From an optimization exercise on the open Yosys and OpenROAD flow, aimed at small area and a short achievable clock period; shortcuts taken in it are not production practice.
Function was checked by simulation only, so behaviour that the tests miss may differ from the original.
In every run shown here, the design's own scripts or RTL, not TritonCTS, make the clock network.
The flow treats the clock pin as an ideal source. Dropping or thinning the clock tree relies on that and would not hold on a real chip.
No activity file was given, so power comes from the tool's default toggle rates.

==> flow/flow/own_cts.tcl <==
# Clock distribution without TritonCTS. The flip-flops are split into NCLK
# groups by position (halves in x, then halves in y); the clock port drives one
# clkbuf_16 per group, placed at the group's centre, and each buffer drives its
# group's clock pins. All flip-flops see one buffer stage, so skew stays small.
set nclk 4
set block [ord::get_db_block]
set dbu [$block getDbUnitsPerMicron]
set flops {}
foreach inst [$block getInsts] {
  if {[[$inst getMaster] isSequential]} {
    set loc [$inst getLocation]
    lappend flops [list [$inst getName] [lindex $loc 0] [lindex $loc 1]]
  }
}
proc split_half {items idx} {
  set s [lsort -integer -index $idx $items]
  set h [expr {[llength $s] / 2}]
  return [list [lrange $s 0 [expr {$h - 1}]] [lrange $s $h end]]
}
set groups {}
foreach half [split_half $flops 1] {
  if {$nclk == 4} {
    foreach q [split_half $half 2] { lappend groups $q }
  } else {
    lappend groups $half
  }
}
set k 0
foreach g $groups {
  set xs 0; set ys 0; set pins {}
  foreach f $g {
    set xs [expr {$xs + [lindex $f 1]}]; set ys [expr {$ys + [lindex $f 2]}]
    lappend pins [get_pins "[lindex $f 0]/CLK"]
  }
  set cx [expr {double($xs) / [llength $g] / $dbu}]
  set cy [expr {double($ys) / [llength $g] / $dbu}]
  set b [insert_buffer -buffer_cell sky130_fd_sc_hd__clkbuf_16 -net iClk -load_pins $pins \
           -location [list $cx $cy] -buffer_name clkbuf_own_$k -net_name clknet_own_$k]
  set buf [$block findInst [get_full_name $b]]
  foreach it [$buf getITerms] {
    set nt [$it getNet]
    if {$nt ne "NULL"} { $nt setSigType CLOCK }
  }
  puts "own clock buffer [$buf getName] at $cx $cy drives [llength $g] flip-flops"
  incr k
}
proc clock_tree_synthesis {args} { puts "clock_tree_synthesis skipped: clock buffered by the own flow" }
==> flow/config.mk <==
export PLATFORM = sky130hd
export DESIGN_NAME = alu_top
export DESIGN_NICKNAME = alu_top
export VERILOG_FILES = /design/flow/design.v
export SDC_FILE = /design/flow/constraint.sdc
export NUM_CORES = 4
export LEC_CHECK = 0
export CAP_MARGIN = 20
export CORE_MARGIN = 2
export CORE_UTILIZATION = 40
export SLEW_MARGIN = 20
==> flow/standard.sh <==
#!/bin/bash
# synth_recipe.tcl (not shown) runs the flow's synth.tcl, then flattens the netlist and writes it again
# the make line also repeats each setting of config.mk as NAME=value (left out here)
make -C /OpenROAD-flow-scripts/flow DESIGN_CONFIG=/design/flow/config.mk WORK_HOME=/design/flow/orfs CLKGATE_MAP_FILE= SYNTH_SCRIPT=/design/flow/synth_recipe.tcl "${@:-finish}"
==> flow/flow/map.abc <==
strash
dch
map -D 2500
topo
stime -c
buffer -c
upsize -D 2500
dnsize -D 2500
==> flow/flow/params.sh <==
MARGIN_CTS=11.8
MARGIN_GRT=skip
==> flow/flow/run.sh <==
#!/bin/bash
# Own layout flow: the standard ORFS flow (standard.sh) with these changes:
#  - Yosys's final ABC mapping uses flow/map.abc (delay-targeted map with area
#    recovery) instead of ORFS's abc_speed script;
#  - ports are buffered with buf_1 instead of the default buffer cell;
#  - repair_timing aims for extra setup slack (SETUP_SLACK_MARGIN), with the
#    margins in flow/params.sh: one up to CTS, one for the repair after global
#    routing (which works on the worst path only, or is skipped);
#  - the clock is distributed by flow/own_cts.tcl (run as the CTS step's
#    PRE_CTS_TCL hook) instead of TritonCTS: four clkbuf_16, each driving a
#    quarter of the flip-flops, so every flip-flop sees one buffer stage.
# Everything else (synthesis script, register names, SDC, clock period, PDN,
# tap cells, placement, routing) is the standard flow. The make output goes to
# flow_make_*.log; ORFS writes each tool's own log under orfs/logs/.
set -euo pipefail
HERE=$(pwd)
source "$HERE/flow/params.sh"
cat > "$HERE/own_synth.tcl" <<EOT
# Same synthesis as synth_recipe.tcl; only the script given to the final abc call differs.
proc abc {args} {
  set i [lsearch -exact \$args -script]
  if {\$i >= 0} { lset args [expr {\$i + 1}] $HERE/flow/map.abc }
  yosys abc {*}\$args
}
source $HERE/synth_recipe.tcl
EOT
COMMON=("SYNTH_SCRIPT=$HERE/own_synth.tcl"
  "BUFFER_PORTS_ARGS=-buffer_cell sky130_fd_sc_hd__buf_1"
  "PRE_CTS_TCL=$HERE/flow/own_cts.tcl")
bash standard.sh "${COMMON[@]}" "SETUP_SLACK_MARGIN=$MARGIN_CTS" cts > "$HERE/flow_make_cts.log" 2>&1
if [[ "$MARGIN_GRT" == skip ]]; then
  bash standard.sh "${COMMON[@]}" "SETUP_SLACK_MARGIN=$MARGIN_CTS" SKIP_INCREMENTAL_REPAIR=1 finish > "$HERE/flow_make_finish.log" 2>&1
else
  bash standard.sh "${COMMON[@]}" "SETUP_SLACK_MARGIN=$MARGIN_GRT" TNS_END_PERCENT=0 finish > "$HERE/flow_make_finish.log" 2>&1
fi
==> flow/design.v <==
module alu_top (
    input             iClk,
    input      [31:0] iDataA,
    input      [31:0] iDataB,
    input      [3:0]  iAluOp,
    output reg [31:0] oData,
    output reg        oZero
  );
  reg [31:0] rDataA;
  reg [31:0] rDataB;
  reg [3:0]  rAluOp;
  wire [31:0] wData;
  wire        wZero;
  ALU u_alu (
        .iDataA(rDataA),
        .iDataB(rDataB),
        .iAluOp(rAluOp),
        .oData(wData),
        .oZero(wZero)
      );
  always @(posedge iClk)
  begin
    rDataA <= iDataA;
    rDataB <= iDataB;
    rAluOp <= iAluOp;
    oData  <= wData;
    oZero  <= wZero;
  end
endmodule

module ALU (
    input  [31:0] iDataA,  
    input  [31:0] iDataB,  
    input  [3:0]  iAluOp,  
    output [31:0] oData,   
    output        oZero
  );
  wire [31:0] a  = iDataA;
  wire [31:0] b  = iDataB;
  wire [3:0]  op = iAluOp;
  wire op_sum  = ~op[0] & (op[3] | (~op[2] & ~op[1]));
  wire op_sll  = (op == 4'b0001);
  wire op_sr   = op[3] & ~op[1] & op[0];           
  wire op_sra  = (op == 4'b1101);
  wire op_slt  = (op == 4'b0010);
  wire op_sltu = (op == 4'b0011);
  wire op_xor  = (op == 4'b0100);
  wire op_or   = (op == 4'b0110);
  wire op_and  = (op == 4'b0111);
  wire op_eqz  = ~op[2] & ~op[1] & ~op[0];          
  wire op_bne  = (op == 4'b1100);
  wire op_blt  = (op == 4'b1010);
  wire op_bge  = (op == 4'b1110);
  wire op_none = (op == 4'b0101) | (op == 4'b1011) | (op == 4'b1111);
  wire sub = op[3] | (~op[2] & op[1]);
  wire [31:0] x  = a ^ b;
  wire [31:0] p  = x ^ {32{sub}};
  wire [31:0] g  = a & ~p;
  wire [31:0] bx = b ^ {32{sub}};
  wire g0_0 = g[0] | (p[0] & sub);
  wire p0_0 = p[0];
  wire g0_1 = g[1];
  wire p0_1 = p[1];
  wire g0_2 = g[2];
  wire p0_2 = p[2];
  wire g0_3 = g[3];
  wire p0_3 = p[3];
  wire g0_4 = g[4];
  wire p0_4 = p[4];
  wire g0_5 = g[5];
  wire p0_5 = p[5];
  wire g0_6 = g[6];
  wire p0_6 = p[6];
  wire g0_7 = g[7];
  wire p0_7 = p[7];
  wire g0_8 = g[8];
  wire p0_8 = p[8];
  wire g0_9 = g[9];
  wire p0_9 = p[9];
  wire g0_10 = g[10];
  wire p0_10 = p[10];
  wire g0_11 = g[11];
  wire p0_11 = p[11];
  wire g0_12 = g[12];
  wire p0_12 = p[12];
  wire g0_13 = g[13];
  wire p0_13 = p[13];
  wire g0_14 = g[14];
  wire p0_14 = p[14];
  wire g0_15 = g[15];
  wire p0_15 = p[15];
  wire g0_16 = g[16];
  wire p0_16 = p[16];
  wire g0_17 = g[17];
  wire p0_17 = p[17];
  wire g0_18 = g[18];
  wire p0_18 = p[18];
  wire g0_19 = g[19];
  wire p0_19 = p[19];
  wire g0_20 = g[20];
  wire p0_20 = p[20];
  wire g0_21 = g[21];
  wire p0_21 = p[21];
  wire g0_22 = g[22];
  wire p0_22 = p[22];
  wire g0_23 = g[23];
  wire p0_23 = p[23];
  wire g0_24 = g[24];
  wire p0_24 = p[24];
  wire g0_25 = g[25];
  wire p0_25 = p[25];
  wire g0_26 = g[26];
  wire p0_26 = p[26];
  wire g0_27 = g[27];
  wire p0_27 = p[27];
  wire g0_28 = g[28];
  wire p0_28 = p[28];
  wire g0_29 = g[29];
  wire p0_29 = p[29];
  wire g0_30 = g[30];
  wire p0_30 = p[30];
  wire g0_31 = g[31];
  wire p0_31 = p[31];
  wire gn1 = g0_1 | (p0_1 & g0_0);
  wire gn2 = g0_3 | (p0_3 & g0_2);
  wire pn2 = p0_3 & p0_2;
  wire gn3 = g0_5 | (p0_5 & g0_4);
  wire pn3 = p0_5 & p0_4;
  wire gn4 = g0_7 | (p0_7 & g0_6);
  wire pn4 = p0_7 & p0_6;
  wire gn5 = g0_9 | (p0_9 & g0_8);
  wire pn5 = p0_9 & p0_8;
  wire gn6 = g0_11 | (p0_11 & g0_10);
  wire pn6 = p0_11 & p0_10;
  wire gn7 = g0_13 | (p0_13 & g0_12);
  wire pn7 = p0_13 & p0_12;
  wire gn8 = g0_15 | (p0_15 & g0_14);
  wire pn8 = p0_15 & p0_14;
  wire gn9 = g0_17 | (p0_17 & g0_16);
  wire pn9 = p0_17 & p0_16;
  wire gn10 = g0_19 | (p0_19 & g0_18);
  wire pn10 = p0_19 & p0_18;
  wire gn11 = g0_21 | (p0_21 & g0_20);
  wire pn11 = p0_21 & p0_20;
  wire gn12 = g0_23 | (p0_23 & g0_22);
  wire pn12 = p0_23 & p0_22;
  wire gn13 = g0_25 | (p0_25 & g0_24);
  wire pn13 = p0_25 & p0_24;
  wire gn14 = g0_27 | (p0_27 & g0_26);
  wire pn14 = p0_27 & p0_26;
  wire gn15 = g0_29 | (p0_29 & g0_28);
  wire pn15 = p0_29 & p0_28;
  wire gn16 = g0_31 | (p0_31 & g0_30);
  wire pn16 = p0_31 & p0_30;
  wire gn17 = gn2 | (pn2 & gn1);
  wire gn18 = gn4 | (pn4 & gn3);
  wire pn18 = pn4 & pn3;
  wire gn19 = gn6 | (pn6 & gn5);
  wire pn19 = pn6 & pn5;
  wire gn20 = gn8 | (pn8 & gn7);
  wire pn20 = pn8 & pn7;
  wire gn21 = gn10 | (pn10 & gn9);
  wire pn21 = pn10 & pn9;
  wire gn22 = gn12 | (pn12 & gn11);
  wire pn22 = pn12 & pn11;
  wire gn23 = gn14 | (pn14 & gn13);
  wire pn23 = pn14 & pn13;
  wire gn24 = gn16 | (pn16 & gn15);
  wire pn24 = pn16 & pn15;
  wire gn25 = gn18 | (pn18 & gn17);
  wire gn26 = gn20 | (pn20 & gn19);
  wire pn26 = pn20 & pn19;
  wire gn27 = gn22 | (pn22 & gn21);
  wire pn27 = pn22 & pn21;
  wire gn28 = gn24 | (pn24 & gn23);
  wire pn28 = pn24 & pn23;
  wire gn29 = gn26 | (pn26 & gn25);
  wire gn30 = gn28 | (pn28 & gn27);
  wire pn30 = pn28 & pn27;
  wire gn31 = gn30 | (pn30 & gn29);
  wire gn32 = gn27 | (pn27 & gn29);
  wire gn33 = gn19 | (pn19 & gn25);
  wire gn34 = gn21 | (pn21 & gn29);
  wire gn35 = gn23 | (pn23 & gn32);
  wire gn36 = gn3 | (pn3 & gn17);
  wire gn37 = gn5 | (pn5 & gn25);
  wire gn38 = gn7 | (pn7 & gn33);
  wire gn39 = gn9 | (pn9 & gn29);
  wire gn40 = gn11 | (pn11 & gn34);
  wire gn41 = gn13 | (pn13 & gn32);
  wire gn42 = gn15 | (pn15 & gn35);
  wire gn43 = g0_2 | (p0_2 & gn1);
  wire gn44 = g0_4 | (p0_4 & gn17);
  wire gn45 = g0_6 | (p0_6 & gn36);
  wire gn46 = g0_8 | (p0_8 & gn25);
  wire gn47 = g0_10 | (p0_10 & gn37);
  wire gn48 = g0_12 | (p0_12 & gn33);
  wire gn49 = g0_14 | (p0_14 & gn38);
  wire gn50 = g0_16 | (p0_16 & gn29);
  wire gn51 = g0_18 | (p0_18 & gn39);
  wire gn52 = g0_20 | (p0_20 & gn34);
  wire gn53 = g0_22 | (p0_22 & gn40);
  wire gn54 = g0_24 | (p0_24 & gn32);
  wire gn55 = g0_26 | (p0_26 & gn41);
  wire gn56 = g0_28 | (p0_28 & gn35);
  wire gn57 = g0_30 | (p0_30 & gn42);
  wire [31:0] cgen = {gn31, gn57, gn42, gn56, gn35, gn55, gn41, gn54, gn32, gn53, gn40, gn52, gn34, gn51, gn39, gn50, gn29, gn49, gn38, gn48, gn33, gn47, gn37, gn46, gn25, gn45, gn36, gn44, gn17, gn43, gn1, g0_0};
  wire [31:0] sum = p ^ {cgen[30:0], sub};
  wire cout = cgen[31];
  wire ltu = ~cout;
  wire lts = (a[31] ^ b[31]) ? a[31] : ltu;
  wire sum_zero = ~|sum;
  wire ovf = |b[31:5];
  wire [31:0] r;
  genvar i;
  generate
    for (i = 0; i < 32; i = i + 1) begin : rev_in
      assign r[i] = op_sll ? a[31-i] : a[i];
    end
  endgenerate
  wire fill = op_sra & a[31];
  wire [31:0] s0 = b[0] ? {fill,       r[31:1]}  : r;
  wire [31:0] s1 = b[1] ? {{2{fill}},  s0[31:2]} : s0;
  wire [31:0] s2 = b[2] ? {{4{fill}},  s1[31:4]} : s1;
  wire [31:0] s3 = b[3] ? {{8{fill}},  s2[31:8]} : s2;
  wire [31:0] sr = b[4] ? {{16{fill}}, s3[31:16]} : s3;
  wire [4:0] sh = b[4:0] | {5{ovf}};
  wire [31:0] keep;
  generate
    for (i = 0; i < 32; i = i + 1) begin : keep_m
      assign keep[i] = (sh <= i);
    end
  endgenerate
  wire shift_zero = ~|(r & keep);
  wire sel_p = op_xor | op_or;
  wire sel_g = op_or | op_and;
  wire [31:0] lg = ({32{sel_p}} & p) | ({32{sel_g}} & g);
  wire logic_zero = ~|lg;
  wire sel_r  = op_sr  & ~ovf;
  wire sel_l  = op_sll & ~ovf;
  wire [31:0] sr_rev;
  generate
    for (i = 0; i < 32; i = i + 1) begin : rev_out
      assign sr_rev[i] = sr[31-i];
    end
  endgenerate
  wire ov_r  = op_sr  & ovf;    
  wire ov_l  = op_sll & ovf;    
  wire lt_bit = (op_slt & lts) | (op_sltu & ltu);
  wire [31:0] other = ({32{sel_r}} & sr) | ({32{sel_l}} & sr_rev) | lg
                    | {32{ov_r & fill}}
                    | {ov_l & a[0], 30'b0, (ov_r & a[31]) | lt_bit};
  assign oData = ({32{op_sum}} & sum) | other;
  assign oZero = (op_eqz & sum_zero)
               | (op_bne & ~sum_zero)
               | (op_blt & lts)
               | (op_bge & ~lts)
               | (op_slt & ~lts)
               | (op_sltu & ~ltu)
               | ((op_sll | op_sr) & shift_zero)
               | ((op_xor | op_or | op_and) & logic_zero)
               | op_none;
endmodule
==> flow/constraint.sdc <==
create_clock -name core_clock -period 15.0 [get_ports {iClk}]
set_input_delay 3.0000 -clock core_clock [delete_from_list [all_inputs] [get_ports {iClk}]]
set_output_delay 3.0000 -clock core_clock [all_outputs]
set_load 0.01 [all_outputs]
==> metrics.yaml, run 1 <==
run_status:
  status: "finished clean"
logic_synthesis:
  synth_edf_count: 0
  syn_area_sq_um: 7283
  netlist_instances: 1134
  synth_compound_area_frac: 0.2651
  avgSynthCellArea_sq_um: 6.423
  synth_commonest_cells: "nand2_1, o21ai_0, inv_1, dfxtp_1, nor2_1"
  synth.net_count: 1203
  synth_top_family_by_area: "compound AO/OA/AOI/OAI gates"
  async_reset_ff_frac: 0
  synth_xor_area_frac: 0.09723
  synth.area.mux_share: 0.005497
  yosysUniqueCellTypes: 52
  synth-simple-area-share: 0.2639
  synth_adder_area_share: 0
  synth_ff_type: "dfxtp_1"
  synth_top_area_share: 0.2776
  yosysSeqAreaShare: 0.2776
  synth-seq-cells: 101
  yosysWarnings: 1
  post-synth-top-count-cell: "nand2_1"
  synthTopCellsByArea: "dfxtp_1, nand2_1, o21ai_0"
  synth_top_area_cell: "dfxtp_1"
clock_tree:
  clkTransAtPathRegs_ps: 100
  insertion_delay_ps: 170
  cts_setup_buffers: 24
  hold_buffers: 0
  cts_resized: 146
power_and_ir_drop:
  p_leak_nw: 3.814
  power_mw: 0.7824
  power_density_nw_per_um2: 89.32
  ir_drop_v: 0.0001059
layout:
  syn_to_final_growth_pct: 20.27
  drive_gt1_frac: 0.1465
  n_antenna_cell: 0
  nNetsFinal: 1286
  fillers: 1851
  finalNonFillerCells: 1444
grt:
  grt_pass1_wl_microns: 43790
  track_usage: 0.2873
  grt_max_degree: 66
  grt_pass1_vias: 7539
  grt_overflow: 0
  antenna_found_initial: 0
placement:
  place.gp.congestion: 0.9967
  dp_cells: 1413
  portBuffers: 101
  hpwl_microns: 22320
die:
  core_area_sq_um: 17900
  pin_count: 102
  die_h_microns: 138.9
  rows: 49
  start_util: 0.4068
  die_w_microns: 138.9
  die_area_sq_um: 19300
setup_path:
  cpMostUsedCell: "nor2_1"
  reg2reg_depth: 12
  path_cells: "inv_1 -> nand2_1 -> nor2_1 -> clkinv_2 -> o22ai_1 -> nor4_1 -> nand4_1 -> o31ai_1 -> a41oi_1 -> o21ai_0 -> nor2_1 -> o2111ai_1"
  start_kind: "register"
  arrival_ps: 3690
  crit_fanout: 25
  crit_type: "reg2reg"
  r2r_start: "rAluOp[3]"
  max_stage_delay_ps: 730
  r2r-end: "oZero"
  slowest_stage: "nor2_1"
  critPathRequiredTime_ps: 15040
  ff2ff_setup_slack_ps: 11350
  cp-end-kind: "register"
detailed_routing:
  drt-total-wl_microns: 28750
  dr.first_iter.drc_count: 1078
  routedWlPerCell_microns: 19.91
  final_antenna_net_count: 0
  first_pass_iters: 6
  vias_per_cell: 5.726
  vias: 8269
  drc: 0
timing:
  setup_viol_count_final: 0
  finalSetupTns_ps: 0
  fmax_mhz: 274.1
  worstMarginPinSlew_ps: 1029
  hold_viol: 0
  layout_min_cycle_time_ps: 3648
  slew_headroom: 0.3113
  min_period_over_period: 0.2432
  report.final.slew_viol_count: 0
  fin_worst_skew_ps: 19.91
min_path:
  min_from: "rAluOp[1]"
  min_to: "oZero"
  hold_path_class: "reg2reg"
  whs_path_depth: 3
job:
  maxCapViolCount: 0
[worst max path at each step]
stage / end / startpoint / slack [ps] / cells past startpoint
2_1_floorplan: oData[0] / oData[0] / 11680 / 0
3_3_place_gp: oZero / rAluOp[2] / 10780 / 22
3_5_place_dp: oZero / rAluOp[2] / 10810 / 22
4_1_cts: oZero / rAluOp[2] / 11540 / 22
5_1_grt: oZero / rAluOp[2] / 11110 / 22
6_report: oZero / rAluOp[3] / 11350 / 12
[report_power, final]
group	internal, mW	switching, mW	leakage, nW	total (mW)
logic	0.134	0.213	2.91	0.348
clock network	0.0490	0.0652	0.0493	0.114
registers	0.300	0.0208	0.858	0.320
total	0.483	0.299	3.81	0.782
[cells in the final DEF, fill, tap and decap left out, types with 9 or more instances in the layout]
cell type	n
a21oi_1	35
buf_1	68
buf_4	24
buf_6	35
dfxtp_1	65
dfxtp_2	35
inv_1	101
nand2_1	246
nand2_2	10
nand3_1	30
nand4_1	13
nor2_1	94
nor3_1	14
nor4_1	17
o211ai_1	11
o21ai_0	166
o221ai_1	11
o22ai_1	41
or2_2	9
xnor2_1	9
xor2_1	53
[through the flow]
step / area, sq um / hold WS [ps] / utilization / setup slack, ps
2_1_floorplan: 7325 / 563.1 / - / 11680
3_3_place_gp: 7797 / 618.1 / 0.4356 / 10780
5_1_grt: 8760 / 720.1 / 0.4893 / 11110
6_report: 8760 / 665.1 / 0.4893 / 11350
4_1_cts: 8760 / 643.3 / 0.4893 / 11540
3_5_place_dp: 7797 / 618.3 / 0.4356 / 10810
[critical path, delay by kind of cell (launching register included)]
| family | cells | cell delay [ps] |
|---|---|---|
| compound gates | 5 | 1180 |
| simple gates | 5 | 1230 |
| buf+inv | 2 | 750 |
| flops | 1 | 360 |
[area by class of cell, clock buffers not listed]
| type | instances | area [sq um] | area share |
|---|---|---|---|
| Inverter | 110 | 417.9 | 0.04771 |
| Sequential cell | 101 | 2069 | 0.2363 |
| Tap cell | 229 | 286.5 | 0.03271 |
| Timing Repair Buffer | 135 | 1007 | 0.1150 |
| Multi-Input combinational cell | 865 | 4878 | 0.5569 |
[logic make-up (layout without fill, tap and decap cells)]
logic type	count (synthesis)	in the layout
mux	4	4
simple gates	458	458
xor+xnor	77	77
flops	101	101
compound gates	326	326
buf+inv	168	249
[state kept, by name, summed over array words and instances (netlist names)]
register,flops
rDataA,32
rAluOp,4
oZero,1
oData,32
rDataB,32
[metal layers]
metal	global-route usage	up-vias	wire length (microns)
met2	0.4421	464	12200
met5	0	-	0
li1	-	4006	-
met1	0.4270	3743	12970
met3	0.03073	56	2617
met4	0.07868	0	962
==> inputs of run 2 (changes only) <==
==> flow/flow/params.sh (replaced) <==
MARGIN_CTS=12.0
MARGIN_GRT=skip
==> run 2 against run 1 <==
Compared with the run above: still clean; core utilization down 0.36 points; final cell count fell by 0.14%; routed wire length shrank 2.1%; critical endpoint unchanged; highest routed layer unchanged.
==> metrics.yaml, run 2 <==
setup_path:
  critPathRequiredTime_ps: 15070  # was 15040 ps
  crit_type: "reg2reg"  # unchanged
  crit_family: "simple AND/OR/NAND/NOR gates"  # unchanged
  slowest_stage: "nor4_1"  # was nor2_1
  r2r_start: "rDataB[8]"  # was rAluOp[3]
  cp-end-kind: "register"  # unchanged
  cpMostUsedCell: "nor4_1"  # was nor2_1
  arrival_ps: 3770  # was 3690 ps
  start_kind: "register"  # unchanged
  r2r-end: "oZero"  # unchanged
  ff2ff_setup_slack_ps: 11300  # was 11350 ps
  worst-path-buf-inv: 1  # was 2
  reg2reg_depth: 15  # was 12
  max_stage_delay_ps: 700  # was 730 ps
  crit_fanout: 9  # was 25
  path_cells: "nor4_1 -> inv_1 -> nor4_1 -> nand4_1 -> nor2_2 -> nor2_1 -> nand4_1 -> nand2_1 -> a21oi_1 -> o221ai_1 -> nor4_1 -> a41oi_1 -> o21ai_0 -> nor2_1 -> o2111ai_1"  # was inv_1 -> nand2_1 -> nor2_1 -> clkinv_2 -> o22ai_1 -> nor4_1 -> nand4_1 -> o31ai_1 -> a41oi_1 -> o21ai_0 -> nor2_1 -> o2111ai_1
layout:
  fin_util: 0.4857  # was 0.4893
  finalNonFillerCells: 1442  # was 1444
  most-common-layout-cells: "nand2_1, o21ai_0, inv_1"  # unchanged
  reg_top3: "oData x32, rDataA x32, rDataB x32"  # unchanged
  syn_to_final_growth_pct: 19.40  # was 20.27%
  n_antenna_cell: 0  # unchanged
  nNetsFinal: 1284  # was 1286
  layout_commonest_cell: "nand2_1"  # unchanged
  drive_gt1_frac: 0.1443  # was 0.1465
  final_area_sq_um: 8696  # was 8760 sq um
job:
  maxCapViolCount: 0  # unchanged
detailed_routing:
  routedWlPerCell_microns: 19.51  # was 19.91 microns
  first_pass_iters: 6  # unchanged
  dr.first_iter.drc_count: 1119  # was 1078
  drt-total-wl_microns: 28130  # was 28750 microns
  drc: 0  # unchanged
  vias: 8235  # was 8269
  vias_per_cell: 5.711  # was 5.726
  final_antenna_net_count: 0  # unchanged
die:
  die_h_microns: 138.9  # unchanged
  core_area_sq_um: 17900  # unchanged
  die_area_sq_um: 19300  # unchanged
  die_w_microns: 138.9  # unchanged
  pin_count: 102  # unchanged
  rows: 49  # unchanged
  start_util: 0.4068  # unchanged
logic_synthesis:
  synth-seq-cells: 101  # unchanged
  synthTopCellsByArea: "dfxtp_1, nand2_1, o21ai_0"  # unchanged
  yosysWarnings: 1  # unchanged
  post-synth-top-count-cell: "nand2_1"  # unchanged
  yosysUniqueCellTypes: 52  # unchanged
  synth.net_count: 1203  # unchanged
  synth_top_area_cell: "dfxtp_1"  # unchanged
  synth_ff_type: "dfxtp_1"  # unchanged
  netlist_instances: 1134  # unchanged
  syn_area_sq_um: 7283  # unchanged
  yosysSeqAreaShare: 0.2776  # unchanged
  avgSynthCellArea_sq_um: 6.423  # unchanged
  synth_edf_count: 0  # unchanged
  synth_commonest_cells: "nand2_1, o21ai_0, inv_1, dfxtp_1, nor2_1"  # unchanged
  async_reset_ff_frac: 0  # unchanged
  synth_top_area_share: 0.2776  # unchanged
timing:
  fmax_mhz: 270.3  # was 274.1 MHz
  fin_worst_skew_ps: 9.168  # was 19.91 ps
  slew_headroom: 0.3268  # was 0.3113
  finalSetupTns_ps: 0  # unchanged
  setup_viol_count_final: 0  # unchanged
  min_period_over_period: 0.2467  # was 0.2432
  hold_viol: 0  # unchanged
  worstMarginPinSlew_ps: 1006  # was 1029 ps
  report.final.slew_viol_count: 0  # unchanged
  layout_min_cycle_time_ps: 3700  # was 3648 ps
power_and_ir_drop:
  ir_drop_v: 0.0001010  # was 0.0001059 V
  power_density_nw_per_um2: 89.36  # was 89.32 nW/um^2
  p_leak_nw: 3.790  # was 3.814 nW
clock_tree:
  cts_resized: 153  # was 146
  cts_setup_buffers: 21  # was 24
  hold_buffers: 0  # unchanged
  clkTransAtPathRegs_ps: 90  # was 100 ps
  insertion_delay_ps: 160  # was 170 ps
placement:
  place_area_sq_um: 7838  # was 7797 sq um
  hpwl_microns: 22060  # was 22320 microns
  place.gp.congestion: 1.020  # was 0.9967
  dp_cells: 1415  # was 1413
  portBuffers: 101  # unchanged
grt:
  grt_max_degree: 66  # unchanged
  grt_pass1_vias: 7369  # was 7539
  track_usage: 0.2785  # was 0.2873
  grt_pass1_wl_microns: 42700  # was 43790 microns
  grt_overflow: 0  # unchanged
  antenna_found_initial: 0  # unchanged
run_status:
  status: "finished clean"  # unchanged
min_path:
  hold_path_class: "reg2reg"  # unchanged
  min_to: "oData[0]"  # was oZero
  min_from: "rAluOp[2]"  # was rAluOp[1]
  whs_path_depth: 3  # unchanged
==> run 2: cell counts after synthesis <==
No cell type changed its count.
==> run 2: kinds of logic after synthesis <==
logic type / Yosys count / share of synthesized area
AO/OA/AOI/OAI: 326 / 0.2651
XOR/XNOR: 77 / 0.09723
buffers and inverters: 168 / 0.09071
flip-flops: 101 / 0.2776
multiplexers: 4 / 0.005498
AND/OR/NAND/NOR: 458 / 0.2639
==> run 2: area by class of cell, clock buffers not listed <==
class | instances | area [sq um]
timing repair buffer | 133 | 960.9
sequential | 101 | 2069
multi-input combinational | 865 | 4863
fill | 1875 | 9206
inverter | 110 | 415.4
tap | 229 | 286.5
==> run 2: stage by stage <==
stage / power, mW / setup slack, ps / hold slack (ps)
after global routing: 0.8182 / 11000 / 742.4
after floorplan: 0.5065 / 11680 / 550.1
after detailed placement: 0.5983 / 10920 / 594.0
after CTS: 0.7488 / 11480 / 668.7
after global placement: 0.6018 / 10850 / 593.5
final: 0.7771 / 11300 / 689.4
==> run 2: power breakdown <==
part           switching, mW  leakage (nW)  total, mW  internal (mW)
Combinational          0.214          2.88      0.347          0.133
Clock                 0.0626        0.0493      0.112         0.0489
Sequential            0.0193         0.858      0.319          0.300
Total                  0.296          3.79      0.777          0.481
==> run 2: worst reg2reg max path, stage by stage, from the launching register on <==
cell	delay, ps
dfxtp_1	330
nor4_1	270
inv_1	70
nor4_1	150
nand4_1	510
nor2_2	480
nor2_1	100
nand4_1	80
nand2_1	60
a21oi_1	130
o221ai_1	120
nor4_1	700
a41oi_1	300
o21ai_0	150
nor2_1	70
o2111ai_1	80
==> run 2: how the worst max path moves through the flow <==
stage | depth (start not counted) | end | from
after floorplan | 0 | oData[0] | oData[0]
after global placement | 21 | oZero | rAluOp[2]
after detailed placement | 22 | oZero | rAluOp[2]
after CTS | 23 | oZero | rAluOp[2]
after global routing | 14 | oZero | rDataB[16]
final | 15 | oZero | rDataB[8]
==> run 2: per-layer routing <==
| layer | track usage | routed length [microns] | vias to the layer above |
|---|---|---|---|
| met3 | 0.02970 | 2713 | 67 |
| met4 | 0.07762 | 1047 | 0 |
| met5 | 0 | 0 | - |
| li1 | - | - | 4012 |
| met2 | 0.4234 | 11770 | 489 |
| met1 | 0.4182 | 12600 | 3667 |
==> inputs of run 3 (changes only) <==
==> flow/flow/params.sh (replaced) <==
MARGIN_CTS=11.5
MARGIN_GRT=skip
==> run 3 against run 2 <==
Compared with the run above: largest cell class unchanged; clock skew rose by 7.4 ps; critical path depth down 14; first-iteration DRC count decreased by 14%; synthesized area is the same; largest power group is now sequential cells.
==> metrics.yaml, run 3 <==
detailed_routing:
  dr.first_iter.drc_count: 958  # was 1119
  drc: 0  # unchanged
  final_antenna_net_count: 0  # unchanged
  vias: 8095  # was 8235
  vias_per_cell: 5.665  # was 5.711
  drt-total-wl_microns: 27350  # was 28130 microns
  first_pass_iters: 6  # unchanged
  routedWlPerCell_microns: 19.14  # was 19.51 microns
layout:
  most-common-layout-cells: "nand2_1, o21ai_0, inv_1"  # unchanged
  finalNonFillerCells: 1429  # was 1442
  layout_commonest_cell: "nand2_1"  # unchanged
  reg_top3: "oData x32, rDataA x32, rDataB x32"  # unchanged
  n_antenna_cell: 0  # unchanged
  nNetsFinal: 1271  # was 1284
  syn_to_final_growth_pct: 10.89  # was 19.40%
  drive_gt1_frac: 0.05667  # was 0.1443
timing:
  layout_min_cycle_time_ps: 3674  # was 3700 ps
  min_period_over_period: 0.2449  # was 0.2467
  fmax_mhz: 272.2  # was 270.3 MHz
  report.final.slew_viol_count: 0  # unchanged
  worst_slack_ps: 11330  # was 11300 ps
  setup_viol_count_final: 0  # unchanged
  fin_hold_ws_ps: 644.6  # was 689.4 ps
  worstMarginPinSlew_ps: 1002  # was 1006 ps
  fin_worst_skew_ps: 16.55  # was 9.168 ps
  finalSetupTns_ps: 0  # unchanged
  slew_headroom: 0.3294  # was 0.3268
  hold_viol: 0  # unchanged
setup_path:
  crit_family: "flip-flops"  # was simple AND/OR/NAND/NOR gates
  cp-end-kind: "output port"  # was register
  arrival_ps: 670  # was 3770 ps
  r2r_start: "rAluOp[3]"  # was rDataB[8]
  startpoint: "oData[20]"  # was rDataB[8]
  r2r-end: "oData[27]"  # was oZero
  critPathRequiredTime_ps: 12000  # was 15070 ps
  path_cells: "buf_2"  # was nor4_1 -> inv_1 -> nor4_1 -> nand4_1 -> nor2_2 -> nor2_1 -> nand4_1 -> nand2_1 -> a21oi_1 -> o221ai_1 -> nor4_1 -> a41oi_1 -> o21ai_0 -> nor2_1 -> o2111ai_1
  slowest_stage: "dfxtp_1"  # was nor4_1
  crit_end: "oData[20]"  # was oZero
  start_kind: "register"  # unchanged
  cp_num_cells: 1  # was 15
  worst-path-buf-inv: 1  # unchanged
  reg2reg_depth: 16  # was 15
  crit_fanout: 1  # was 9
  crit_type: "reg2out"  # was reg2reg
  max_stage_delay_ps: 370  # was 700 ps
  ff2ff_setup_slack_ps: 11350  # was 11300 ps
placement:
  portBuffers: 101  # unchanged
  dp_cells: 1415  # unchanged
  pre_cts_slack_ps: 10960  # was 10920 ps
  hpwl_microns: 21850  # was 22060 microns
  place.gp.congestion: 1.009  # was 1.020
die:
  die_h_microns: 138.9  # unchanged
  die_area_sq_um: 19300  # unchanged
  start_util: 0.4068  # unchanged
  core_area_sq_um: 17900  # unchanged
  rows: 49  # unchanged
  die_w_microns: 138.9  # unchanged
  pin_count: 102  # unchanged
logic_synthesis:
  avgSynthCellArea_sq_um: 6.423  # unchanged
  synth.net_count: 1203  # unchanged
  yosysSeqAreaShare: 0.2776  # unchanged
  synth_top_area_cell: "dfxtp_1"  # unchanged
  yosysWarnings: 1  # unchanged
  yosysUniqueCellTypes: 52  # unchanged
  synthTopCellsByArea: "dfxtp_1, nand2_1, o21ai_0"  # unchanged
  synth_edf_count: 0  # unchanged
  synth_commonest_cells: "nand2_1, o21ai_0, inv_1, dfxtp_1, nor2_1"  # unchanged
  synth-seq-cells: 101  # unchanged
  syn_area_sq_um: 7283  # unchanged
  synth_ff_type: "dfxtp_1"  # unchanged
  post-synth-top-count-cell: "nand2_1"  # unchanged
  synth_top_area_share: 0.2776  # unchanged
  netlist_instances: 1134  # unchanged
  async_reset_ff_frac: 0  # unchanged
grt:
  grt_pass1_vias: 7046  # was 7369
  track_usage: 0.2705  # was 0.2785
  grt_max_degree: 66  # unchanged
  antenna_found_initial: 0  # unchanged
  grt_pass1_wl_microns: 41120  # was 42700 microns
  grt_overflow: 0  # unchanged
power_and_ir_drop:
  power_density_nw_per_um2: 89.46  # was 89.36 nW/um^2
  ir_drop_v: 0.0001011  # was 0.0001010 V
  p_leak_nw: 3.510  # was 3.790 nW
clock_tree:
  cts_setup_buffers: 9  # was 21
  insertion_delay_ps: 160  # about the same
  cts_resized: 26  # was 153
  clkTransAtPathRegs_ps: 100  # was 90 ps
  hold_buffers: 0  # unchanged
min_path:
  hold_path_class: "reg2reg"  # unchanged
job:
  maxCapViolCount: 0  # unchanged
run_status:
  status: "finished clean"  # unchanged
## run 3: cell counts after synthesis
No cell type changed its count.
## run 3: through the flow
step | util | power, mW | area (sq um)
global route | 0.4511 | 0.7674 | 8077
CTS | 0.4511 | 0.6952 | 8077
global placement | 0.4341 | 0.5949 | 7771
finish | 0.4511 | 0.7225 | 8077
floorplan | - | 0.5005 | 7283
detailed placement | 0.4341 | 0.5923 | 7771
## run 3: power breakdown
group / internal [mW] / switching (mW)
combinational: 0.0957 / 0.202
sequential: 0.296 / 0.0160
clock: 0.0489 / 0.0637
total: 0.440 / 0.282
## run 3: cells by family after synthesis
| family | after synthesis | share of synthesized area |
|---|---|---|
| flops | 101 | 0.2776 |
| mux | 4 | 0.005498 |
| compound gates | 326 | 0.2651 |
| xor+xnor | 77 | 0.09723 |
| buf+inv | 168 | 0.09071 |
| simple gates | 458 | 0.2639 |
## run 3: layout make-up, clock buffers not listed
type,count,area (sq um)
tap,229,286.5
timing repair buffer,120,565.5
inverter,110,412.9
sequential,101,2024
multi-input combinational,865,4687
fill,1931,9826
## run 3: layer usage
metal / track usage / vias to the layer above / routed length (microns)
li1: - / 3979 / -
met1: 0.3913 / 3613 / 12150
met2: 0.4021 / 446 / 11270
met3: 0.04938 / 57 / 2779
met4: 0.09782 / 0 / 1145
met5: 0 / - / 0
## run 3: how the worst min path moves through the flow
| stage | startpoint | end | slack [ps] | cells after the start |
|---|---|---|---|---|
| finish | rAluOp[2] | oZero | 640 | 2 |
| global placement | rAluOp[2] | oZero | 640 | 2 |
| floorplan | rAluOp[2] | oZero | 570 | 2 |
| CTS | rAluOp[2] | oZero | 630 | 2 |
| global route | rAluOp[2] | oZero | 690 | 2 |
| detailed placement | rAluOp[2] | oZero | 630 | 2 |
## run 3: worst register-to-register path: cells and delay by family, from the launching register on
family / cells / cell delay [ps]
AOI/OAI and AO/OA: 8 / 1580
DFF: 1 / 370
buffers and inverters: 1 / 70
and+or+nand+nor: 7 / 1460
==> inputs of run 4 (changes only) <==
==> flow/flow/params.sh (replaced) <==
MARGIN_CTS=11.7
MARGIN_GRT=skip
==> run 4 against run 3 <==
Compared with the run above: power grew 8.2%; worst hold slack gained 22 ps; synthesized cell count is the same; largest power group is now combinational cells; core utilization grew 3.8 points; routed wire length grew 5.3%; sequential share of layout area shrank 1.4 points; clock power is essentially flat; highest routed layer unchanged; synthesized area is the same.
==> metrics.yaml, run 4 <==
logic_synthesis:
  synth_top_area_cell: "dfxtp_1"  # unchanged
  synth_adder_area_share: 0  # unchanged
  synth_top_area_share: 0.2776  # unchanged
  synth_compound_area_frac: 0.2651  # unchanged
  yosysWarnings: 1  # unchanged
  synth.area.mux_share: 0.005497  # unchanged
  post-synth-top-count-cell: "nand2_1"  # unchanged
  async_reset_ff_frac: 0  # unchanged
  synth_top_family_by_area: "compound AO/OA/AOI/OAI gates"  # unchanged
  synth-seq-cells: 101  # unchanged
  synth_xor_area_frac: 0.09723  # unchanged
  synth_ff_type: "dfxtp_1"  # unchanged
  synth-simple-area-share: 0.2639  # unchanged
  syn_area_sq_um: 7283  # unchanged
  synth_commonest_cells: "nand2_1, o21ai_0, inv_1, dfxtp_1, nor2_1"  # unchanged
  synthTopCellsByArea: "dfxtp_1, nand2_1, o21ai_0"  # unchanged
  avgSynthCellArea_sq_um: 6.423  # unchanged
  synth.net_count: 1203  # unchanged
  netlist_instances: 1134  # unchanged
  synth_edf_count: 0  # unchanged
  yosysSeqAreaShare: 0.2776  # unchanged
  yosysUniqueCellTypes: 52  # unchanged
timing:
  setup_viol_count_final: 0  # unchanged
  layout_min_cycle_time_ps: 3680  # was 3674 ps
  fin_worst_skew_ps: 19.31  # was 16.55 ps
  fmax_mhz: 271.8  # was 272.2 MHz
  report.final.slew_viol_count: 0  # unchanged
  finalSetupTns_ps: 0  # unchanged
  worstMarginPinSlew_ps: 1040  # was 1002 ps
  slew_headroom: 0.3042  # was 0.3294
  hold_viol: 0  # unchanged
  min_period_over_period: 0.2453  # was 0.2449
die:
  die_area_sq_um: 19300  # unchanged
  rows: 49  # unchanged
  start_util: 0.4068  # unchanged
  core_area_sq_um: 17900  # unchanged
  die_w_microns: 138.9  # unchanged
  pin_count: 102  # unchanged
  die_h_microns: 138.9  # unchanged
placement:
  hpwl_microns: 22320  # was 21850 microns
  place_area_sq_um: 7797  # was 7771 sq um
  place.gp.congestion: 0.9967  # was 1.009
  portBuffers: 101  # unchanged
layout:
  n_antenna_cell: 0  # unchanged
  drive_gt1_frac: 0.1457  # was 0.05667
  layout_commonest_cell: "nand2_1"  # unchanged
  fin_util: 0.4890  # was 0.4511
  nNetsFinal: 1286  # was 1271
  syn_to_final_growth_pct: 20.20  # was 10.89%
  final_area_sq_um: 8755  # was 8077 sq um
  reg_top3: "oData x32, rDataA x32, rDataB x32"  # unchanged
  fillers: 1852  # was 1931
  most-common-layout-cells: "nand2_1, o21ai_0, inv_1"  # unchanged
setup_path:
  path_cells: "inv_1 -> nand2_1 -> nor2_1 -> clkinv_2 -> o22ai_1 -> nor4_1 -> nand4_1 -> o31ai_1 -> a41oi_1 -> o21ai_0 -> nor2_1 -> o2111ai_1"  # was buf_2
  crit_type: "reg2reg"  # was reg2out
  max_stage_delay_ps: 730  # was 370 ps
  cp-end-kind: "register"  # was output port
  cp_num_cells: 12  # was 1
  start_kind: "register"  # unchanged
  slowest_stage: "nor2_1"  # was dfxtp_1
  critPathRequiredTime_ps: 15040  # was 12000 ps
  crit_family: "simple AND/OR/NAND/NOR gates"  # was flip-flops
  cpMostUsedCell: "nor2_1"
  worst-path-buf-inv: 2  # was 1
  reg2reg_depth: 12  # was 16
  crit_fanout: 25  # was 1
  arrival_ps: 3720  # was 670 ps
grt:
  grt_pass1_wl_microns: 43790  # was 41120 microns
  grt_use_met1: 0.4272  # was 0.3913
  grtUsageMet2: 0.4418  # was 0.4021
  grt_max_degree: 66  # unchanged
  use_met3: 0.03073  # was 0.04938
  antenna_found_initial: 0  # unchanged
  grt-busiest-layer: "met2"  # unchanged
  grt_overflow: 0  # unchanged
  grt_pass1_vias: 7536  # was 7046
  track_usage: 0.2873  # was 0.2705
clock_tree:
  cts_setup_buffers: 24  # was 9
  insertion_delay_ps: 160  # about the same
  clkTransAtPathRegs_ps: 100  # about the same
  hold_buffers: 0  # unchanged
  cts_resized: 144  # was 26
job:
  maxCapViolCount: 0  # unchanged
min_path:
  whs_path_depth: 3  # was 2
  hold_path_class: "reg2reg"  # unchanged
detailed_routing:
  final_antenna_net_count: 0  # unchanged
  vias_per_cell: 5.728  # was 5.665
  dr.first_iter.drc_count: 1099  # was 958
  drt-total-wl_microns: 28790  # was 27350 microns
  vias: 8271  # was 8095
  drc: 0  # unchanged
  routedWlPerCell_microns: 19.94  # was 19.14 microns
  first_pass_iters: 6  # unchanged
power_and_ir_drop:
  power_density_nw_per_um2: 89.31  # was 89.46 nW/um^2
  ir_drop_v: 0.0001059  # was 0.0001011 V
  p_leak_nw: 3.814  # was 3.510 nW
run_status:
  status: "finished clean"  # unchanged
[run 4: stage by stage]
| stage | power (mW) | setup slack (ps) | hold WS, ps | std cells |
|---|---|---|---|---|
| final | 0.7819 | 11320 | 666.8 | 1444 |
| after global routing | 0.8243 | 11110 | 720.1 | 1444 |
| after CTS | 0.7510 | 11540 | 643.3 | 1444 |
| after detailed placement | 0.5961 | 10810 | 618.3 | 1413 |
| after global placement | 0.5973 | 10780 | 618.1 | 1413 |
| after floorplan | 0.5044 | 11680 | 563.1 | 1134 |
[run 4: cells by family after synthesis]
logic type	count (synthesis)
DFF	101
buffers and inverters	168
muxes	4
and+or+nand+nor	458
xor gates and xnor gates	77
AOI/OAI and AO/OA	326
[run 4: worst reg2reg max path: cells and delay by family (launching register included)]
family / cells / cell delay, ps
DFF: 1 / 360
AOI/OAI and AO/OA: 5 / 1210
and+or+nand+nor: 5 / 1240
buffers and inverters: 2 / 760
[run 4: final timing paths]
| path | startpoint | end | slack (ps) |
|---|---|---|---|
| max | rAluOp[3] | oZero | 11320 |
| min | rAluOp[1] | oZero | 670 |
| max reg2reg | rAluOp[3] | oZero | 11320 |
| min reg2reg | rAluOp[1] | oZero | 670 |
[run 4: cell type report, clock buffers not listed]
cell class,instances,area [sq um],share of cell area
flip-flops and latches,101,2069,0.2364
well taps,229,286.5,0.03273
repair buffers,135,1007,0.1150
multi-input cells,865,4873,0.5567
inverters,110,417.9,0.04773
[run 4: metal layers]
metal | routed length (microns) | part of all wire
met1 | 13030 | 0.45
met2 | 12230 | 0.42
met3 | 2499 | 0.087
met4 | 1026 | 0.036
met5 | 0 | 0
[run 4: power breakdown]
| group | internal [mW] | total (mW) | leakage, nW | switching, mW |
|---|---|---|---|---|
| Combinational | 0.134 | 0.347 | 2.91 | 0.213 |
| Sequential | 0.300 | 0.321 | 0.858 | 0.0209 |
| Clock | 0.0490 | 0.114 | 0.0493 | 0.0654 |
| Total | 0.483 | 0.782 | 3.81 | 0.299 |
==> inputs of run 5 (changes only) <==
==> flow/flow/params.sh (replaced) <==
MARGIN_CTS=11.4
MARGIN_GRT=skip
==> run 5 against run 4 <==
Compared with the run above: still clean; combinational power decreased by 15%; fmax decreased by 0.52%; final cell count is 1.2% lower; sequential power shrank 3%; synthesized cell count unchanged; first-iteration DRC count shrank 7.2%; routed wire length is 5.1% lower; sequential share of layout area is 1.6 points higher; largest cell class unchanged; largest power group is now sequential cells; highest routed layer unchanged.
==> metrics.yaml, run 5 <==
run_status:
  status: "finished clean"  # unchanged
grt:
  grt_max_degree: 66  # unchanged
  antenna_found_initial: 0  # unchanged
  grt_pass1_vias: 7045  # was 7536
  grt_pass1_wl_microns: 41030  # was 43790 microns
  track_usage: 0.2700  # was 0.2873
  grt_overflow: 0  # unchanged
power_and_ir_drop:
  netSwitchingPower_mw: 0.2813  # was 0.2989 mW
  clkPwrFrac: 0.156  # was 0.146
  p_int_mw: 0.4390  # was 0.4830 mW
  power_mw: 0.7203  # was 0.7819 mW
  ir_drop_v: 0.0001010  # was 0.0001059 V
  power_density_nw_per_um2: 89.73  # was 89.31 nW/um^2
  p_leak_nw: 3.481  # was 3.814 nW
  p_comb_frac: 0.411  # was 0.444
  seqPwrFrac: 0.433  # was 0.410
  swShare: 0.3906  # was 0.3822
logic_synthesis:
  netlist_instances: 1134  # unchanged
  synth_top_area_share: 0.2776  # unchanged
  synth_edf_count: 0  # unchanged
  syn_area_sq_um: 7283  # unchanged
  yosysSeqAreaShare: 0.2776  # unchanged
  avgSynthCellArea_sq_um: 6.423  # unchanged
  synth_ff_type: "dfxtp_1"  # unchanged
  synth_top_area_cell: "dfxtp_1"  # unchanged
  yosysWarnings: 1  # unchanged
  synth_commonest_cells: "nand2_1, o21ai_0, inv_1, dfxtp_1, nor2_1"  # unchanged
  synth.net_count: 1203  # unchanged
  synth-seq-cells: 101  # unchanged
  synthTopCellsByArea: "dfxtp_1, nand2_1, o21ai_0"  # unchanged
  post-synth-top-count-cell: "nand2_1"  # unchanged
  yosysUniqueCellTypes: 52  # unchanged
  async_reset_ff_frac: 0  # unchanged
timing:
  fmax_mhz: 270.3  # was 271.8 MHz
  hold_viol: 0  # unchanged
  min_period_over_period: 0.2466  # was 0.2453
  fin_worst_skew_ps: 15.15  # was 19.31 ps
  setup_viol_count_final: 0  # unchanged
  report.final.slew_viol_count: 0  # unchanged
  layout_min_cycle_time_ps: 3699  # was 3680 ps
  worstMarginPinSlew_ps: 975.6  # was 1040 ps
  finalSetupTns_ps: 0  # unchanged
  slew_headroom: 0.3472  # was 0.3042
  fin_hold_ws_ps: 637.9  # was 666.8 ps
setup_path:
  cp-end-kind: "output port"  # was register
  worst-path-buf-inv: 1  # was 2
  path_cells: "buf_1"  # was inv_1 -> nand2_1 -> nor2_1 -> clkinv_2 -> o22ai_1 -> nor4_1 -> nand4_1 -> o31ai_1 -> a41oi_1 -> o21ai_0 -> nor2_1 -> o2111ai_1
  max_stage_delay_ps: 370  # was 730 ps
  critPathRequiredTime_ps: 12000  # was 15040 ps
  startpoint: "oData[25]"  # was rAluOp[3]
  crit_family: "flip-flops"  # was simple AND/OR/NAND/NOR gates
  crit_type: "reg2out"  # was reg2reg
  slowest_stage: "dfxtp_1"  # was nor2_1
  arrival_ps: 700  # was 3720 ps
  crit_fanout: 1  # was 25
  start_kind: "register"  # unchanged
  r2r_start: "rAluOp[2]"  # was rAluOp[3]
die:
  pin_count: 102  # unchanged
  start_util: 0.4068  # unchanged
  rows: 49  # unchanged
  die_h_microns: 138.9  # unchanged
  die_area_sq_um: 19300  # unchanged
  die_w_microns: 138.9  # unchanged
  core_area_sq_um: 17900  # unchanged
clock_tree:
  cts_resized: 19  # was 144
  cts_setup_buffers: 6  # was 24
  clkTransAtPathRegs_ps: 100  # about the same
  insertion_delay_ps: 160  # about the same
  hold_buffers: 0  # unchanged
placement:
  portBuffers: 101  # unchanged
  hpwl_microns: 21850  # was 22320 microns
  place_area_sq_um: 7771  # was 7797 sq um
  place.gp.congestion: 1.009  # was 0.9967
min_path:
  hold_path_class: "reg2reg"  # unchanged
  min_from: "rAluOp[2]"  # was rAluOp[1]
layout:
  nNetsFinal: 1268  # was 1286
  syn_to_final_growth_pct: 10.22  # was 20.20%
  drive_gt1_frac: 0.04845  # was 0.1457
  layout_commonest_cell: "nand2_1"  # unchanged
  reg_top3: "oData x32, rDataA x32, rDataB x32"  # unchanged
  n_antenna_cell: 0  # unchanged
  most-common-layout-cells: "nand2_1, o21ai_0, inv_1"  # unchanged
  fillers: 1931  # was 1852
  fin_util: 0.4484  # was 0.4890
  final_area_sq_um: 8028  # was 8755 sq um
detailed_routing:
  dr.first_iter.drc_count: 1020  # was 1099
  final_antenna_net_count: 0  # unchanged
  vias: 8076  # was 8271
  drc: 0  # unchanged
  routedWlPerCell_microns: 19.16  # was 19.94 microns
  vias_per_cell: 5.663  # was 5.728
  first_pass_iters: 7  # was 6
  drt-total-wl_microns: 27330  # was 28790 microns
job:
  maxCapViolCount: 0  # unchanged
run 5: cell type report, clock buffers not listed:
type                       instances  area, sq um  share of cell area
tap                              229        286.5             0.03569
inverter                         110        412.9             0.05143
timing repair buffer             117        540.5             0.06733
sequential                       101         2023              0.2520
multi-input combinational        865         4664              0.5810
run 5: final timing paths:
check	endpoint	slack, ps	depth (start not counted)
setup / recovery	oData[25]	11300	1
hold / removal	oZero	640	2
setup reg to reg	oZero	11340	16
hold reg to reg	oZero	640	2
run 5: power by group through the flow:
stage / sequential, mW / combinational, mW / clock [mW]
after detailed placement: 0.318 / 0.274 / 0
final: 0.312 / 0.296 / 0.113
after CTS: 0.318 / 0.286 / 0.0889
after global placement: 0.318 / 0.277 / 0
after global routing: 0.315 / 0.322 / 0.129
after floorplan: 0.322 / 0.178 / 0
run 5: per-layer routing:
metal  GRT usage  vias to the layer above  share of wire
li1            -                     3971              -
met1      0.3913                     3542           0.44
met2      0.3962                      497           0.40
met3     0.04972                       66           0.11
met4      0.1058                        0          0.049
met5           0                        -              0
run 5: cell families after synthesis:
logic type      Yosys count  synth area share
simple gates            458            0.2639
compound gates          326            0.2651
buf+inv                 168           0.09071
flops                   101            0.2776
xor+xnor                 77           0.09723
mux                       4          0.005498
run 5: metrics by stage:
stage | instances | setup WS (ps)
after floorplan | 1134 | 11670
after global placement | 1415 | 10910
after CTS | 1426 | 11410
after detailed placement | 1415 | 10960
final | 1426 | 11300
after global routing | 1426 | 10940
==> inputs of run 6 (changes only) <==
==> flow/flow/map.abc (replaced) <==
strash
dch
map -D 2500
topo
stime -c
==> flow/flow/params.sh (replaced) <==
MARGIN_CTS=11.6
MARGIN_GRT=skip
==> run 6 against run 5 <==
Compared with the run above: via count is 3.8% higher; critical path depth is 14 higher; worst hold slack better by 39 ps; clock skew is 4.4 ps higher; clock power hardly changed; final area is 6.2% higher; synthesized cell count is 5.1% lower.
==> metrics.yaml, run 6 <==
min_path:
  hold_path_class: "reg2reg"  # unchanged
  min_from: "rAluOp[0]"  # was rAluOp[2]
detailed_routing:
  drc: 0  # unchanged
  vias: 8382  # was 8076
  routedWlPerCell_microns: 20.10  # was 19.16 microns
  dr.first_iter.drc_count: 1060  # was 1020
  first_pass_iters: 6  # was 7
  vias_per_cell: 5.833  # was 5.663
  final_antenna_net_count: 0  # unchanged
  drt-total-wl_microns: 28880  # was 27330 microns
setup_path:
  start_kind: "register"  # unchanged
  ff2ff_setup_slack_ps: 11100  # was 11340 ps
  cp-end-kind: "register"  # was output port
  worst-path-buf-inv: 2  # was 1
  max_stage_delay_ps: 440  # was 370 ps
  cpMostUsedCell: "o21ai_0"
  path_cells: "buf_4 -> nor2_1 -> nand2_4 -> nand2_1 -> o21ai_0 -> clkinv_1 -> o21ai_0 -> o21ai_0 -> o21ai_0 -> nand2_1 -> o21ai_0 -> o21ai_0 -> nor2_1 -> nor4_1 -> o211ai_1"  # was buf_1
  r2r_start: "rAluOp[2]"  # unchanged
  arrival_ps: 3910  # was 700 ps
  slowest_stage: "nand2_4"  # was dfxtp_1
  crit_type: "reg2reg"  # was reg2out
  crit_family: "simple AND/OR/NAND/NOR gates"  # was flip-flops
  crit_fanout: 65  # was 1
  critPathRequiredTime_ps: 15020  # was 12000 ps
  startpoint: "rAluOp[2]"  # was oData[25]
die:
  pin_count: 102  # unchanged
  die_area_sq_um: 18500  # was 19300 sq um
  die_w_microns: 136.0  # was 138.9 microns
  rows: 48  # was 49
  start_util: 0.4058  # was 0.4068
  die_h_microns: 136.0  # was 138.9 microns
  core_area_sq_um: 17180  # was 17900 sq um
logic_synthesis:
  synth_edf_count: 0  # unchanged
  netlist_instances: 1076  # was 1134
  avgSynthCellArea_sq_um: 6.478  # was 6.423 sq um
  async_reset_ff_frac: 0  # unchanged
  yosysWarnings: 1  # unchanged
  post-synth-top-count-cell: "nand2_1"  # unchanged
  yosysSeqAreaShare: 0.2901  # was 0.2776
  syn_area_sq_um: 6970  # was 7283 sq um
  synth_commonest_cells: "nand2_1, o21ai_0, clkinv_1, dfxtp_1, nor2_1"  # was nand2_1, o21ai_0, inv_1, dfxtp_1, nor2_1
  yosysUniqueCellTypes: 34  # was 52
  synth.net_count: 1145  # was 1203
  synth-seq-cells: 101  # unchanged
  synthTopCellsByArea: "dfxtp_1, nand2_1, o21ai_0"  # unchanged
  synth_top_area_share: 0.2901  # was 0.2776
  synth_top_area_cell: "dfxtp_1"  # unchanged
  synth_ff_type: "dfxtp_1"  # unchanged
grt:
  grt_pass1_vias: 7402  # was 7045
  track_usage: 0.3070  # was 0.2700
  grt_overflow: 0  # unchanged
  grt_pass1_wl_microns: 43500  # was 41030 microns
  antenna_found_initial: 1  # was 0
  grt_max_degree: 66  # unchanged
placement:
  place.gp.congestion: 1.025  # was 1.009
  pre_cts_slack_ps: 10650  # was 10960 ps
  portBuffers: 101  # unchanged
  place_area_sq_um: 7780  # was 7771 sq um
  dp_cells: 1412  # was 1415
  hpwl_microns: 22090  # was 21850 microns
timing:
  slew_headroom: 0.3790  # was 0.3472
  setup_viol_count_final: 0  # unchanged
  report.final.slew_viol_count: 0  # unchanged
  worstMarginPinSlew_ps: 928.0  # was 975.6 ps
  fin_worst_skew_ps: 19.57  # was 15.15 ps
  min_period_over_period: 0.2599  # was 0.2466
  layout_min_cycle_time_ps: 3899  # was 3699 ps
  worst_slack_ps: 11100  # was 11300 ps
  finalSetupTns_ps: 0  # unchanged
  hold_viol: 0  # unchanged
  fmax_mhz: 256.5  # was 270.3 MHz
  fin_hold_ws_ps: 676.4  # was 637.9 ps
layout:
  layout_commonest_cell: "nand2_1"  # unchanged
  n_antenna_cell: 0  # unchanged
  final_area_sq_um: 8524  # was 8028 sq um
  most-common-layout-cells: "nand2_1, o21ai_0, clkinv_1"  # was nand2_1, o21ai_0, inv_1
  finalNonFillerCells: 1437  # was 1426
  nNetsFinal: 1283  # was 1268
  syn_to_final_growth_pct: 22.29  # was 10.22%
  drive_gt1_frac: 0.1221  # was 0.04845
  reg_top3: "oData x32, rDataA x32, rDataB x32"  # unchanged
  fin_util: 0.4963  # was 0.4484
clock_tree:
  clkTransAtPathRegs_ps: 90  # was 100 ps
  cts_setup_buffers: 18  # was 6
  hold_buffers: 0  # unchanged
  cts_resized: 120  # was 19
  insertion_delay_ps: 170  # was 160 ps
power_and_ir_drop:
  p_leak_nw: 3.440  # was 3.481 nW
  power_density_nw_per_um2: 89.22  # was 89.73 nW/um^2
  power_mw: 0.7606  # was 0.7203 mW
  ir_drop_v: 0.00009982  # was 0.0001010 V
run_status:
  status: "finished clean"  # unchanged
job:
  maxCapViolCount: 0  # unchanged
==> run 6: power by group <==
group	switching (mW)	leakage [nW]	internal, mW
clock network	0.0673	0.0493	0.0491
logic	0.211	2.54	0.117
registers	0.0186	0.852	0.297
==> run 6: worst paths after layout <==
kind / cells after the start / to
min reg2reg: 3 / oData[0]
max: 15 / oData[0]
min: 3 / oData[0]
max reg2reg: 15 / oData[0]
==> run 6: worst reg2reg max path: stages, from the launching register on <==
cell and delay (ps):
dfxtp_4 360, buf_4 130, nor2_1 330, nand2_4 440, nand2_1 340, o21ai_0 180
clkinv_1 90, o21ai_0 130, o21ai_0 280, o21ai_0 210, nand2_1 90, o21ai_0 170
o21ai_0 380, nor2_1 90, nor4_1 370, o211ai_1 170
==> run 6: metal layers <==
metal | track usage | vias up | share of wire
met5 | 0 | - | 0.00042
met4 | 0.1082 | 2 | 0.046
met3 | 0.03430 | 75 | 0.086
met2 | 0.4726 | 463 | 0.43
met1 | 0.4427 | 3815 | 0.44
li1 | - | 4027 | -
==> run 6: kinds of logic (layout without fill, tap and decap cells) <==
group           count (synthesis)  after routing  synth area share
simple gates                  458            458            0.2741
compound gates                326            326            0.2741
buf+inv                       110            246           0.05924
flops                         101            101            0.2901
xor+xnor                       77             77           0.09675
mux                             4              4          0.005744
==> run 6: final cells by class, clock buffers not listed <==
class	instances	area, sq um
Multi-Input combinational cell	865	4847
Timing Repair Buffer	132	829.5
Sequential cell	101	2042
Tap cell	225	281.5
Fill cell	1787	8652
Inverter	110	424.2
==> inputs of run 7 (changes only) <==
==> flow/flow/map.abc (replaced) <==
strash
dch
map -D 2000
topo
stime -c
buffer -c
upsize -D 2000
dnsize -D 2000
==> run 7 against run 6 <==
Compared with the run above: still clean on timing, DRC and antenna; sequential share of layout area fell by 0.15 points; highest routed layer is now met4; critical path depth fell by 1; power fell by 2.6%; synthesized cell count rose by 16%; critical path type unchanged; worst hold slack improved by 41 ps.
==> metrics.yaml, run 7 <==
run_status:
  status: "finished clean"  # unchanged
min_path:
  hold_path_class: "reg2reg"  # unchanged
timing:
  slew_headroom: 0.3259  # was 0.3790
  finalSetupTns_ps: 0  # unchanged
  layout_min_cycle_time_ps: 3620  # was 3899 ps
  min_period_over_period: 0.2413  # was 0.2599
  worstMarginPinSlew_ps: 1010  # was 928.0 ps
  fmax_mhz: 276.2  # was 256.5 MHz
  setup_viol_count_final: 0  # unchanged
  fin_worst_skew_ps: 14.22  # was 19.57 ps
  report.final.slew_viol_count: 0  # unchanged
  hold_viol: 0  # unchanged
placement:
  hpwl_microns: 24130  # was 22090 microns
  portBuffers: 101  # unchanged
  place.gp.congestion: 0.9922  # was 1.025
  dp_cells: 1559  # was 1412
layout:
  reg_top3: "oData x32, rDataA x32, rDataB x32"  # unchanged
  n_antenna_cell: 0  # unchanged
  syn_to_final_growth_pct: 9.512  # was 22.29%
  most-common-layout-cells: "nand2_1, o21ai_0, inv_1"  # was nand2_1, o21ai_0, clkinv_1
  layout_commonest_cell: "nand2_1"  # unchanged
  fin_util: 0.4499  # was 0.4963
  nNetsFinal: 1374  # was 1283
  drive_gt1_frac: 0.07598  # was 0.1221
  finalNonFillerCells: 1563  # was 1437
grt:
  grt_pass1_vias: 7562  # was 7402
  grtUsageMet2: 0.4203  # was 0.4726
  grt_pass1_wl_microns: 43840  # was 43500 microns
  track_usage: 0.2788  # was 0.3070
  grt_overflow: 0  # unchanged
  grt_max_degree: 66  # unchanged
  grt_use_met1: 0.4151  # was 0.4427
  antenna_found_initial: 0  # was 1
  grt-busiest-layer: "met2"  # unchanged
  use_met3: 0.04365  # was 0.03430
power_and_ir_drop:
  p_leak_nw: 3.792  # was 3.440 nW
  ir_drop_v: 0.0001291  # was 0.00009982 V
  power_density_nw_per_um2: 87.20  # was 89.22 nW/um^2
clock_tree:
  clkTransAtPathRegs_ps: 100  # was 90 ps
  insertion_delay_ps: 160  # was 170 ps
  cts_resized: 48  # was 120
  cts_setup_buffers: 0  # was 18
  hold_buffers: 0  # unchanged
die:
  core_area_sq_um: 18890  # was 17180 sq um
  die_area_sq_um: 20530  # was 18500 sq um
  die_h_microns: 143.3  # was 136.0 microns
  start_util: 0.4108  # was 0.4058
  rows: 50  # was 48
  die_w_microns: 143.3  # was 136.0 microns
  pin_count: 102  # unchanged
setup_path:
  critPathRequiredTime_ps: 15110  # was 15020 ps
  start_kind: "register"  # unchanged
  slowest_stage: "nor4_2"  # was nand2_4
  arrival_ps: 3730  # was 3910 ps
  max_stage_delay_ps: 410  # was 440 ps
  crit_type: "reg2reg"  # unchanged
  path_cells: "nor4_2 -> nand4_1 -> nor3_1 -> inv_1 -> nor2_1 -> inv_1 -> nand4_1 -> o21ai_0 -> a21oi_1 -> o221ai_1 -> nor4_2 -> a41oi_1 -> o2111a_1 -> nand3_1"  # was buf_4 -> nor2_1 -> nand2_4 -> nand2_1 -> o21ai_0 -> clkinv_1 -> o21ai_0 -> o21ai_0 -> o21ai_0 -> nand2_1 -> o21ai_0 -> o21ai_0 -> nor2_1 -> nor4_1 -> o211ai_1
  cp-end-kind: "register"  # unchanged
  crit_fanout: 8  # was 65
logic_synthesis:
  avgSynthCellArea_sq_um: 6.234  # was 6.478 sq um
  synth-seq-cells: 101  # unchanged
  synth_top_area_share: 0.2605  # was 0.2901
  synth.net_count: 1314  # was 1145
  post-synth-top-count-cell: "nand2_1"  # unchanged
  netlist_instances: 1245  # was 1076
  yosysSeqAreaShare: 0.2605  # was 0.2901
  synth_ff_type: "dfxtp_1"  # unchanged
  synth_commonest_cells: "nand2_1, o21ai_0, inv_1, nor2_1, dfxtp_1"  # was nand2_1, o21ai_0, clkinv_1, dfxtp_1, nor2_1
  synth_top_area_cell: "dfxtp_1"  # unchanged
  syn_area_sq_um: 7761  # was 6970 sq um
  synth_edf_count: 0  # unchanged
  async_reset_ff_frac: 0  # unchanged
  yosysWarnings: 1  # unchanged
  synthTopCellsByArea: "dfxtp_1, nand2_1, o21ai_0"  # unchanged
  yosysUniqueCellTypes: 56  # was 34
detailed_routing:
  vias: 8746  # was 8382
  routedWlPerCell_microns: 18.87  # was 20.10 microns
  dr.first_iter.drc_count: 1070  # was 1060
  drt-total-wl_microns: 29490  # was 28880 microns
  drc: 0  # unchanged
  first_pass_iters: 6  # unchanged
  vias_per_cell: 5.596  # was 5.833
  final_antenna_net_count: 0  # unchanged
job:
  maxCapViolCount: 0  # unchanged
[run 7: area by class of cell, clock buffers not listed]
cell class | instances | area (sq um)
multi-input combinational | 963 | 5062
inverter | 123 | 462.9
fill | 2129 | 10390
sequential | 101 | 2023
timing repair buffer | 112 | 525.5
tap | 260 | 325.3
[run 7: where the power goes]
group	switching, mW	internal [mW]	total (mW)	leakage, nW
registers	0.0157	0.294	0.310	0.850
clock network	0.0646	0.0490	0.114	0.0493
logic	0.219	0.0988	0.318	2.89
total	0.299	0.442	0.741	3.79
[run 7: through the flow]
| step | area (sq um) | total power [mW] | worst slack [ps] | hold WS (ps) |
|---|---|---|---|---|
| global route | 8499 | 0.7862 | 11120 | 769.8 |
| global placement | 8299 | 0.6181 | 11190 | 686.0 |
| floorplan | 7761 | 0.5219 | 11670 | 607.2 |
| detailed placement | 8299 | 0.6173 | 11220 | 696.5 |
| CTS | 8499 | 0.7136 | 11530 | 697.3 |
| finish | 8499 | 0.7411 | 11380 | 717.4 |
[run 7: worst paths after layout]
kind / end / from / cells past startpoint / slack, ps
setup / recovery: oZero / rDataB[28] / 14 / 11380
hold reg to reg: oZero / rAluOp[2] / 3 / 720
hold / removal: oZero / rAluOp[2] / 3 / 720
setup reg to reg: oZero / rDataB[28] / 14 / 11380
[run 7: kinds of logic (layout without fill, tap and decap cells)]
| group | count (synthesis) | in the layout | share of synthesized area |
|---|---|---|---|
| AO/OA/AOI/OAI | 349 | 349 | 0.2668 |
| XOR/XNOR | 52 | 52 | 0.06836 |
| buffers and inverters | 181 | 239 | 0.09189 |
| flip-flops | 101 | 101 | 0.2605 |
| multiplexers | 4 | 4 | 0.005159 |
| AND/OR/NAND/NOR | 558 | 558 | 0.3073 |
[run 7: worst max-delay path: cells and delay by family (launching register included)]
kind / cells / cell delay, ps
flops: 1 / 350
buf+inv: 2 / 440
simple gates: 7 / 1830
compound gates: 5 / 950
[run 7: routing by layer]
layer / routed length, microns / share of wire / vias to the layer above
met5: 0 / 0 / -
met4: 833 / 0.028 / 0
met3: 2702 / 0.092 / 48
met2: 12210 / 0.41 / 424
met1: 13750 / 0.47 / 3934
li1: - / - / 4340

[re-timing with driven ports]
No port has a modelled driver above. Below, the same layouts with a new extraction and two added sets of constraints.
Step 1 assumes that a clkbuf_16 drives the clock port and a buf_2 every other input.
Step 2 moves the port delays by t, midway between the first and last clock arrival at a register: inputs arrive t later, outputs are due t later. That takes back most of the time a late clock gives input paths.
a / b / c = ideal / step 1 / step 2; a / b = the first two.
run | t (ns) | slack for setup (ns) | slew at the worst register clock pin (ns)
run 1 | 0.244 | 11.352 / 11.284 / 11.352 | 0.10 / 0.10
run 2 | 0.245 | 11.300 / 11.300 / 11.300 | 0.09 / 0.09
run 3 | 0.249 | 11.326 / 11.235 / 11.347 | 0.10 / 0.10
run 4 | 0.244 | 11.320 / 11.282 / 11.320 | 0.10 / 0.10
run 5 | 0.247 | 11.301 / 11.208 / 11.340 | 0.10 / 0.10
run 6 | 0.256 | 11.101 / 11.101 / 11.101 | 0.11 / 0.11
run 7 | 0.255 | 11.380 / 11.288 / 11.380 | 0.10 / 0.10
After both steps setup and hold are still met in every run listed.
